Background: an optimization exercise with open tools, aiming at small area, a short achievable clock period and few clock cycles. Do not read the settings as production practice. RTL that was checked went through simulation tests only; none was proved equivalent to the original. The flow treats the clock pin as an ideal source. Dropping or thinning the clock tree relies on that and would not hold on a real chip. Power is estimated from default activity; no workload was simulated.

Setup of the reference run:
## matriscarpici
module matriscarpici #(parameter M=8)(
    input clk,
    input rst,
    input [M-1:0] matris_veri,
    input matris_gecerli,
    output reg [2*M+1:0] carpim_veri,
    output reg carpim_gecerli
    );
Size: roughly 230 flip-flops, ~12,000 um^2 of cells after synthesis.
clock: 9.0 ns
lec_check: 0
cap_margin: 20
core_margin: 2
core_utilization: 40
place_density: 0.6
slew_margin: 20
run.sh (not shown) runs the stock make flow with config.mk's settings and CLKGATE_MAP_FILE= SYNTH_SCRIPT=/design/flow/synth_recipe.tcl, a recipe that flattens the netlist after the stock synthesis.
Edits applied to the flow inputs when going from the reference run to the trial run:
Settings: ABC_CLOCK_PERIOD_IN_PS newly set to 2000; SETUP_SLACK_MARGIN newly set to 5.
Notes after the runs:
In terms of final area, the trial run and the reference run differ only marginally. From the reference run to the trial run, detailed-route DRC error count did not move at all. Core utilization: the reference run vs the trial run identical. As far as area taken by flip-flops and latches goes, the trial run and the reference run are indistinguishable; the numbers are identical.
No functional check of the RTL was part of any run of this note.

========
## run C
Another version of the RTL of matriscarpici (not shown whole).
Size in the first run: about 150 flip-flops, ~30 I/O pins, about 0.010 mm² of cells after synthesis.
==> flow/config.mk <==
export PLATFORM = sky130hd
export DESIGN_NAME = matriscarpici
export DESIGN_NICKNAME = matriscarpici
export VERILOG_FILES = /design/flow/design.v
export SDC_FILE = /design/flow/constraint.sdc
export NUM_CORES = 4
export LEC_CHECK = 0
export CAP_MARGIN = 20
export CORE_MARGIN = 2
export CORE_UTILIZATION = 40
export PLACE_DENSITY = 0.6
export SLEW_MARGIN = 20
==> flow/constraint.sdc <==
create_clock -name core_clock -period 9.0 [get_ports {clk}]
set_input_delay 1.8000 -clock core_clock [delete_from_list [all_inputs] [get_ports {clk}]]
set_output_delay 1.8000 -clock core_clock [all_outputs]
set_load 0.01 [all_outputs]
Setup changes, run C to run B
Settings: an added ABC_CLOCK_PERIOD_IN_PS of 2000; an added SETUP_SLACK_MARGIN of 5.
--- outcome ---
Compared with run C, run B is the more power-hungry design. Compared with run C, in run B reported leakage power rose 4.0%, via count normalized by instance count rose 0.14.
Function was not checked in any run of this note: the RTL went through the layout flow alone.

========
matriscarpici, a different RTL version from the one above (not shown whole).
Size in the first run: roughly 900 cells after synthesis, roughly 170 flip-flops.
clock: 9.0 ns
lec_check: 0
abc_clock_period_in_ps: 2000
cap_margin: 20
core_margin: 2
core_utilization: 40
place_density: 0.6
setup_slack_margin: 5
slew_margin: 20
==> next run, changes <==
--- a/flow/config.mk
+++ b/flow/config.mk
@@ -7,3 +7,2 @@
 export LEC_CHECK = 0
-export ABC_CLOCK_PERIOD_IN_PS = 2000
 export CAP_MARGIN = 20
@@ -12,3 +11,2 @@
 export PLACE_DENSITY = 0.6
-export SETUP_SLACK_MARGIN = 5
 export SLEW_MARGIN = 20
The changed run finished with timing, DRC and antenna clean.
Sequential cell count stays the same.
Setup slack got worse by 720 ps.
Cell count falls by about 3.4%.
Routed wire length falls by 3.3%.
Register-to-register slack got worse by 720 ps.
Power falls by 2.0%.
Via count falls by 3.3%.
No functional check of the RTL was part of any run of this note.

========
matriscarpici, a different RTL version from the one above (not shown whole).
Size in the first run: ~890 cells after synthesis, about 230 flip-flops, about 30 I/O pins.
clock: 9.0 ns
lec_check: 0
cap_margin: 20
core_margin: 2
core_utilization: 40
cts_cluster_diameter: 150
cts_cluster_size: 26
place_density: 0.6
slew_margin: 20
standard.sh (not shown) runs the stock make flow with config.mk's settings and CLKGATE_MAP_FILE= SYNTH_SCRIPT=/design/flow/synth_recipe.tcl, a recipe that flattens the netlist after the stock synthesis.
==> flow/flow/run.sh <==
#!/bin/bash
set -euo pipefail
ARGS=(SETUP_SLACK_MARGIN=6.2 "BUFFER_PORTS_ARGS=-buffer_cell sky130_fd_sc_hd__buf_2")
bash standard.sh "${ARGS[@]}" cts > standard_cts.log 2>&1
RES=orfs/results/sky130hd/matriscarpici/base openroad -no_init -exit flow/flatten_clock.tcl > flatten_clock.log 2>&1
bash standard.sh "${ARGS[@]}" finish > standard.log 2>&1
==> flow/flow/flatten_clock.tcl <==
# Take out the clock tree's middle level: the leaf clock buffers are driven
# straight from the root buffer, which shortens the clock path of every
# register alike. The dummy clock loads CTS added for balancing go too.
set res $::env(RES)
read_db $res/4_cts.odb
set block [ord::get_db_block]
set root_net [$block findNet clknet_0_clk]
if {$root_net eq "NULL" || $root_net eq ""} { error "no clknet_0_clk" }
set mids {}
foreach inst [$block getInsts] {
  set n [$inst getName]
  if {[string match "clkbuf_1_*" $n]} { lappend mids $inst }
}
foreach inst $mids {
  set name [$inst getName]
  set out [[$inst findITerm X] getNet]
  set loads {}
  foreach it [$out getITerms] {
    if {[$it getInst] ne $inst} { lappend loads $it }
  }
  odb::dbInst_destroy $inst
  foreach it $loads {
    set li [$it getInst]
    if {[string match "clkload*" [$li getName]]} {
      odb::dbInst_destroy $li
    } else {
      $it connect $root_net
    }
  }
  odb::dbNet_destroy $out
  puts "removed $name -> [llength $loads] loads moved"
}
# leaf-level dummy loads
foreach inst [$block getInsts] {
  set name [$inst getName]
  if {[string match "clkload*" $name]} {
    puts "removed dummy load $name"
    odb::dbInst_destroy $inst
  }
}
write_db $res/4_cts.odb
Testbench counts at the start, summed over its fixed seeds: cycles 10,248.
Next try:
==> flow/flow/run.sh (replaced) <==
#!/bin/bash
set -euo pipefail
bash standard.sh SETUP_SLACK_MARGIN=5.9 "BUFFER_PORTS_ARGS=-buffer_cell sky130_fd_sc_hd__buf_2" finish > standard.log 2>&1
--- a/flow/config.mk
+++ b/flow/config.mk
@@ -12,3 +12,3 @@
 export CTS_CLUSTER_SIZE = 26
-export PLACE_DENSITY = 0.6
+export PLACE_DENSITY = 0.65
 export SLEW_MARGIN = 20
removed: flow/flow/flatten_clock.tcl
=> Cell area goes down slightly; cell count decreases slightly; register-to-register slack is worse by 0.08 ns.
Next try:
==> flow/flow/run.sh (replaced) <==
#!/bin/bash
set -euo pipefail
bash standard.sh SETUP_SLACK_MARGIN=6.0 "BUFFER_PORTS_ARGS=-buffer_cell sky130_fd_sc_hd__buf_4" finish > standard.log 2>&1
--- a/flow/config.mk
+++ b/flow/config.mk
@@ -11,4 +11,4 @@
 export CTS_CLUSTER_DIAMETER = 150
-export CTS_CLUSTER_SIZE = 26
-export PLACE_DENSITY = 0.65
+export CTS_CLUSTER_SIZE = 30
+export PLACE_DENSITY = 0.6
 export SLEW_MARGIN = 20
Outcome: Global-route usage went up by 0.27 points; worst setup slack degrades by 0.016 ns; power shrinks by 0.86%; design area grows by 0.33%; critical path depth stays the same; via count went up by 0.52%; synthesized area is unchanged; die area is unchanged; sequential share of layout area went down by 0.16 points.
Next try:
--- a/flow/config.mk
+++ b/flow/config.mk
@@ -10,4 +10,2 @@
 export CORE_UTILIZATION = 40
-export CTS_CLUSTER_DIAMETER = 150
-export CTS_CLUSTER_SIZE = 30
 export PLACE_DENSITY = 0.6
After rerunning: Global-route usage rises by 0.39 points; routed wire length went up by about 2.7%; critical path depth does not change; setup slack degrades by 0.013 ns; via count grows by about 2%; register-to-register slack barely changes; final area went up by 4.5%; clock-buffer cell count rises by 22; non-clock buffer count is unchanged; die area stays the same.

========
Starting RTL as in the previous note.
==> flow/design.v (excerpt) <==
module matriscarpici #(parameter M=8)(
    input clk,
    input rst,
    input [M-1:0] matris_veri,
    input matris_gecerli,
    output reg [2*M+1:0] carpim_veri,
    output reg carpim_gecerli
    );
    localparam [17:0] BASLA = 18'd88064;    
    reg [7:0]   a_zincir [7:0];    
    reg [4:0]   sayac;             
    reg [3:0]   b_one, b_two, b_neg;    
    reg         p_a, p_v, p_k0, p_k3, p_j1;      
    reg         c_v, c_ilk, c_k3, c_son;          
    reg         t1, t2, yukle;
    reg [17:0]  s0a, s0b, s1a, s1b;        
    reg [17:0]  r0a, r1a, r1b;
    wire al   = matris_gecerli && !sayac[4];
    wire [9:0] bb = {1'b0, matris_veri, 1'b0};
    wire [3:0] e_one, e_two, e_neg;
    genvar g;
    generate for (g = 0; g < 4; g = g + 1) begin : enc
        assign e_one[g] = bb[2*g+1] ^ bb[2*g];
        assign e_two[g] = (bb[2*g+2] & ~bb[2*g+1] & ~bb[2*g]) | (~bb[2*g+2] & bb[2*g+1] & bb[2*g]);
        assign e_neg[g] = bb[2*g+2];
    end endgenerate
    wire [7:0] geri;
    assign geri[0] = b_one[0];
    assign geri[1] = b_neg[0];
    assign geri[2] = b_one[1] ^ b_neg[0];
    assign geri[3] = b_neg[1];
    assign geri[4] = b_one[2] ^ b_neg[1];
    assign geri[5] = b_neg[2];
    assign geri[6] = b_one[3] ^ b_neg[2];
    assign geri[7] = b_neg[3];
    wire [3:0] nn = {4{p_v}} & ~b_neg;
    wire       b7 = p_v & b_neg[3];
    wire [17:0] t0a, t0b, t1a, t1b;
  ...
export LEC_CHECK = 0
export CAP_MARGIN = 20
export CORE_MARGIN = 2
export CORE_UTILIZATION = 40
export CTS_CLUSTER_DIAMETER = 150
export CTS_CLUSTER_SIZE = 26
export PLACE_DENSITY = 0.6
export SLEW_MARGIN = 20
create_clock -name core_clock -period 9.0 [get_ports {clk}]
==> flow/flow/run.sh <==
#!/bin/bash
set -euo pipefail
bash standard.sh SETUP_SLACK_MARGIN=6.0 "BUFFER_PORTS_ARGS=-buffer_cell sky130_fd_sc_hd__buf_2" finish > standard.log 2>&1
The baseline finished clean.
Testbench counts at the start, summed over its fixed seeds: cycles 10,248.
Then changed:
==> flow/flow/run.sh (replaced) <==
#!/bin/bash
set -euo pipefail
bash standard.sh SETUP_SLACK_MARGIN=6.3 finish > standard.log 2>&1
- CTS_CLUSTER_DIAMETER: 150 -> not set
- CTS_CLUSTER_SIZE: 26 -> not set
Hold slack improved by 3.8 ps.
Routed wire length goes up by 4.1%.
Clock-buffer cell count goes up by 18.
Maximum frequency goes down by 0.77%.
Cell area goes up by 8.2%.
Then changed:
==> flow/flow/run.sh (replaced) <==
#!/bin/bash
set -euo pipefail
bash standard.sh SETUP_SLACK_MARGIN=6.0 "BUFFER_PORTS_ARGS=-buffer_cell sky130_fd_sc_hd__buf_2" finish > standard.log 2>&1
- CTS_CLUSTER_DIAMETER: not set -> 150
- CTS_CLUSTER_SIZE: not set -> 30
Result:
- clock-buffer cell count falls by 22
- synthesized cell count does not change
- power decreases by about a fifth
- via count goes down by a few percent
- wire length fell by a few percent
- die area does not change
- sequential power barely changes
- worst setup slack gains 19 ps
- non-clock buffer count decreases by 35
Then changed:
==> flow/flow/run.sh (replaced) <==
#!/bin/bash
set -euo pipefail
bash standard.sh SETUP_SLACK_MARGIN=6.3 "BUFFER_PORTS_ARGS=-buffer_cell sky130_fd_sc_hd__buf_4" finish > standard.log 2>&1
- CTS_CLUSTER_SIZE: 30 -> 24
Effect:
- The changed run finished clean
- final cell count is higher by 3.2%
- die area stays the same
- power is higher by 6.8%
- worst hold slack loses 4.1 ps
- area after synthesis does not change
- first-iteration DRC count is higher by 3.9%
- design area is higher by 4.8%

========
Setup of v5:
matriscarpici again, from the RTL that the note above started with.
clock: 9.0 ns
lec_check: 0
cap_margin: 20
core_margin: 2
core_utilization: 40
cts_cluster_diameter: 150
cts_cluster_size: 30
place_density: 0.6
slew_margin: 20
==> flow/flow/run.sh <==
#!/bin/bash
set -euo pipefail
bash standard.sh SETUP_SLACK_MARGIN=6.15 "BUFFER_PORTS_ARGS=-buffer_cell sky130_fd_sc_hd__buf_4" finish > standard.log 2>&1
Testbench counts of v5, summed over its fixed seeds: cycles 10,248.
Relative to v5, the following input files were edited for v15:
- removing CTS_CLUSTER_SIZE (formerly 30)
- removing CTS_CLUSTER_DIAMETER (formerly 150)
==> flow/run.sh (new file) <==
#!/bin/bash
# synth_recipe.tcl (not shown) runs the flow's synth.tcl, then flattens the netlist and writes it again
# the make line also repeats each setting of config.mk as NAME=value (left out here)
make -C /OpenROAD-flow-scripts/flow DESIGN_CONFIG=/design/flow/config.mk WORK_HOME=/design/flow/orfs CLKGATE_MAP_FILE= SYNTH_SCRIPT=/design/flow/synth_recipe.tcl finish
removed: flow/flow/run.sh
removed: flow/standard.sh
[summary]
- v15 reports a lower maximum frequency from static timing analysis than v5 does.
- Comparing v5 and v15, the lower final core utilization was measured on v5.
- v15 vs v5 on final-stage net count: v15 is the lower one.
- Run comparison: v15 highest-delay cell along the critical path sky130_fd_sc_hd__clkdlybuf4s50_1; v5 highest-delay cell along the critical path sky130_fd_sc_hd__edfxtp_1
- Comparing v15 against v5, there is no change at all in number of nets in the synthesized netlist.
- v15 vs v5: power up by more than 10%
- Signed area change from the synthesized netlist to the final layout: lower on v5
- Antenna diode instance count: v5 vs v15 identical
[inputs] v59 vs v15
- CTS_CLUSTER_DIAMETER newly set to 150
- CTS_CLUSTER_SIZE newly set to 26
==> flow/flow/run.sh (new file) <==
#!/bin/bash
set -euo pipefail
ARGS=(SETUP_SLACK_MARGIN=6.0 "BUFFER_PORTS_ARGS=-buffer_cell sky130_fd_sc_hd__buf_2")
bash standard.sh "${ARGS[@]}" cts > standard_cts.log 2>&1
RES=orfs/results/sky130hd/matriscarpici/base openroad -no_init -exit flow/flatten_clock.tcl > flatten_clock.log 2>&1
bash standard.sh "${ARGS[@]}" finish > standard.log 2>&1
==> flow/flow/flatten_clock.tcl (new file) <==
# Take out the clock tree's middle level: the leaf clock buffers are driven
# straight from the root buffer, which shortens the clock path of every
# register alike. The dummy clock loads CTS added for balancing go too.
set res $::env(RES)
read_db $res/4_cts.odb
set block [ord::get_db_block]
set root_net [$block findNet clknet_0_clk]
if {$root_net eq "NULL" || $root_net eq ""} { error "no clknet_0_clk" }
set mids {}
foreach inst [$block getInsts] {
  set n [$inst getName]
  if {[string match "clkbuf_1_*" $n]} { lappend mids $inst }
}
foreach inst $mids {
  set name [$inst getName]
  set out [[$inst findITerm X] getNet]
  set loads {}
  foreach it [$out getITerms] {
    if {[$it getInst] ne $inst} { lappend loads $it }
  }
  odb::dbInst_destroy $inst
  foreach it $loads {
    set li [$it getInst]
    if {[string match "clkload*" [$li getName]]} {
      odb::dbInst_destroy $li
    } else {
      $it connect $root_net
    }
  }
  odb::dbNet_destroy $out
  puts "removed $name -> [llength $loads] loads moved"
}
# leaf-level dummy loads
foreach inst [$block getInsts] {
  set name [$inst getName]
  if {[string match "clkload*" $name]} {
    puts "removed dummy load $name"
    odb::dbInst_destroy $inst
  }
}
write_db $res/4_cts.odb
==> flow/standard.sh (new file) <==
#!/bin/bash
# synth_recipe.tcl (not shown) runs the flow's synth.tcl, then flattens the netlist and writes it again
# the make line also repeats each setting of config.mk as NAME=value (left out here)
make -C /OpenROAD-flow-scripts/flow DESIGN_CONFIG=/design/flow/config.mk WORK_HOME=/design/flow/orfs CLKGATE_MAP_FILE= SYNTH_SCRIPT=/design/flow/synth_recipe.tcl "${@:-finish}"
removed: flow/run.sh
Notes after the runs:
- v59 vs. v15: count of clock-buffer cells in the layout shows a reduction of 28; layout overhead on the synthesized area decreased 5.8 points.
- Any difference in hold slack between v15 and v59 is small enough to ignore.
- Power consumed by combinational cells: v59 and v15 compared, higher one is v59
--- input diff v59..v7 ---
- swapping 26 for 24 in CTS_CLUSTER_SIZE
==> flow/flow/run.sh <==
#!/bin/bash
set -euo pipefail
bash standard.sh SETUP_SLACK_MARGIN=5.8 "BUFFER_PORTS_ARGS=-buffer_cell sky130_fd_sc_hd__buf_4" finish > standard.log 2>&1
removed: flow/flow/flatten_clock.tcl
### Flow results
- Run comparison: v59 launching element of the worst setup path r1a[2]; v7 launching element of the worst setup path s1a[0]
- v7 vs. v59: total power higher; number of buffers and inverters on the critical path higher.
- Required time of the critical path for v7: 0.07 ns up relative to v59
- For v7, the last element of the critical path was r1b[15], unlike v59, where it was r1b[16].
Here is what was changed in the inputs of v24 compared with v7.
- swapping 24 for 30 in CTS_CLUSTER_SIZE
==> flow/flow/run.sh <==
#!/bin/bash
set -euo pipefail
bash standard.sh SETUP_SLACK_MARGIN=6.0 "BUFFER_PORTS_ARGS=-buffer_cell sky130_fd_sc_hd__buf_4" \
  "CTS_ARGS=-sink_clustering_enable -repair_clock_nets -sink_clustering_size 30 -sink_clustering_max_diameter 150 -num_static_layers 0 -sink_clustering_levels 1 -balance_levels" \
  finish > standard.log 2>&1
- Going from v7 to v24, post-layout total power shrinks by 1.8%.
- Comparing v24 and v7, the lower cell depth of the worst flop-to-flop path was measured on v24.
- Clock period minus worst slack in v24 vs v7: up 0.0070 ns
- The core utilization in v24 sits 0.20 points below the value recorded for v7.

[what the ideal ports hide]
The results above use ideal ports. As a check the final layouts listed here were re-extracted and re-timed, cells and wires unchanged.
Step 1: set_driving_cell puts a clkbuf_16 on clk and a buf_2 on each other input, an assumption about the parent block.
Step 2, shift: input delay + t, output delay - t, t = (earliest + latest rising clock arrival at the registers) / 2. This alone moves slack from input paths to output paths.
a / b / c = no drivers / after step 1 / after step 2; a / b = the first two.
run	t, ns	slack for setup (ns)	worst register clock-pin slew, ns	pins driven straight from the clock port
the reference run	0.558	5.477 / 5.477 / 5.232	0.06 / 0.06	1
the trial run	0.558	5.477 / 5.477 / 5.232	0.06 / 0.06	1
run C	0.473	3.551 / 3.551 / 3.551	0.07 / 0.07	1
run B	0.468	4.063 / 4.063 / 4.063	0.07 / 0.07	1
the first run of note 3	0.473	4.982 / 4.982 / 4.982	0.09 / 0.09	1
the second run of note 3	0.477	4.264 / 4.264 / 4.264	0.08 / 0.08	1
the first run of note 4	0.457	6.172 / 6.124 / 6.202	0.11 / 0.11	1
the second run of note 4	0.526	6.094 / 6.045 / 6.118	0.11 / 0.11	1
the third run of note 4	0.517	6.079 / 6.034 / 6.103	0.12 / 0.12	1
the fourth run of note 4	0.567	6.066 / 6.019 / 6.101	0.06 / 0.06	1
the first run of note 5	0.522	6.098 / 6.049 / 6.148	0.11 / 0.11	1
the second run of note 5	0.573	6.076 / 6.029 / 5.928	0.06 / 0.06	1
the third run of note 5	0.518	6.094 / 6.045 / 6.150	0.12 / 0.12	1
the fourth run of note 5	0.528	6.100 / 6.053 / 6.236	0.10 / 0.10	1
v5	0.516	6.127 / 6.082 / 6.183	0.12 / 0.12	1
v15	0.556	5.727 / 5.681 / 5.888	0.06 / 0.06	1
v59	0.458	6.155 / 6.122 / 6.155	0.11 / 0.11	1
v7	0.526	6.086 / 6.046 / 6.086	0.10 / 0.10	1
v24	0.517	6.079 / 6.034 / 6.103	0.12 / 0.12	1
After both steps setup and hold are still met in every run listed.
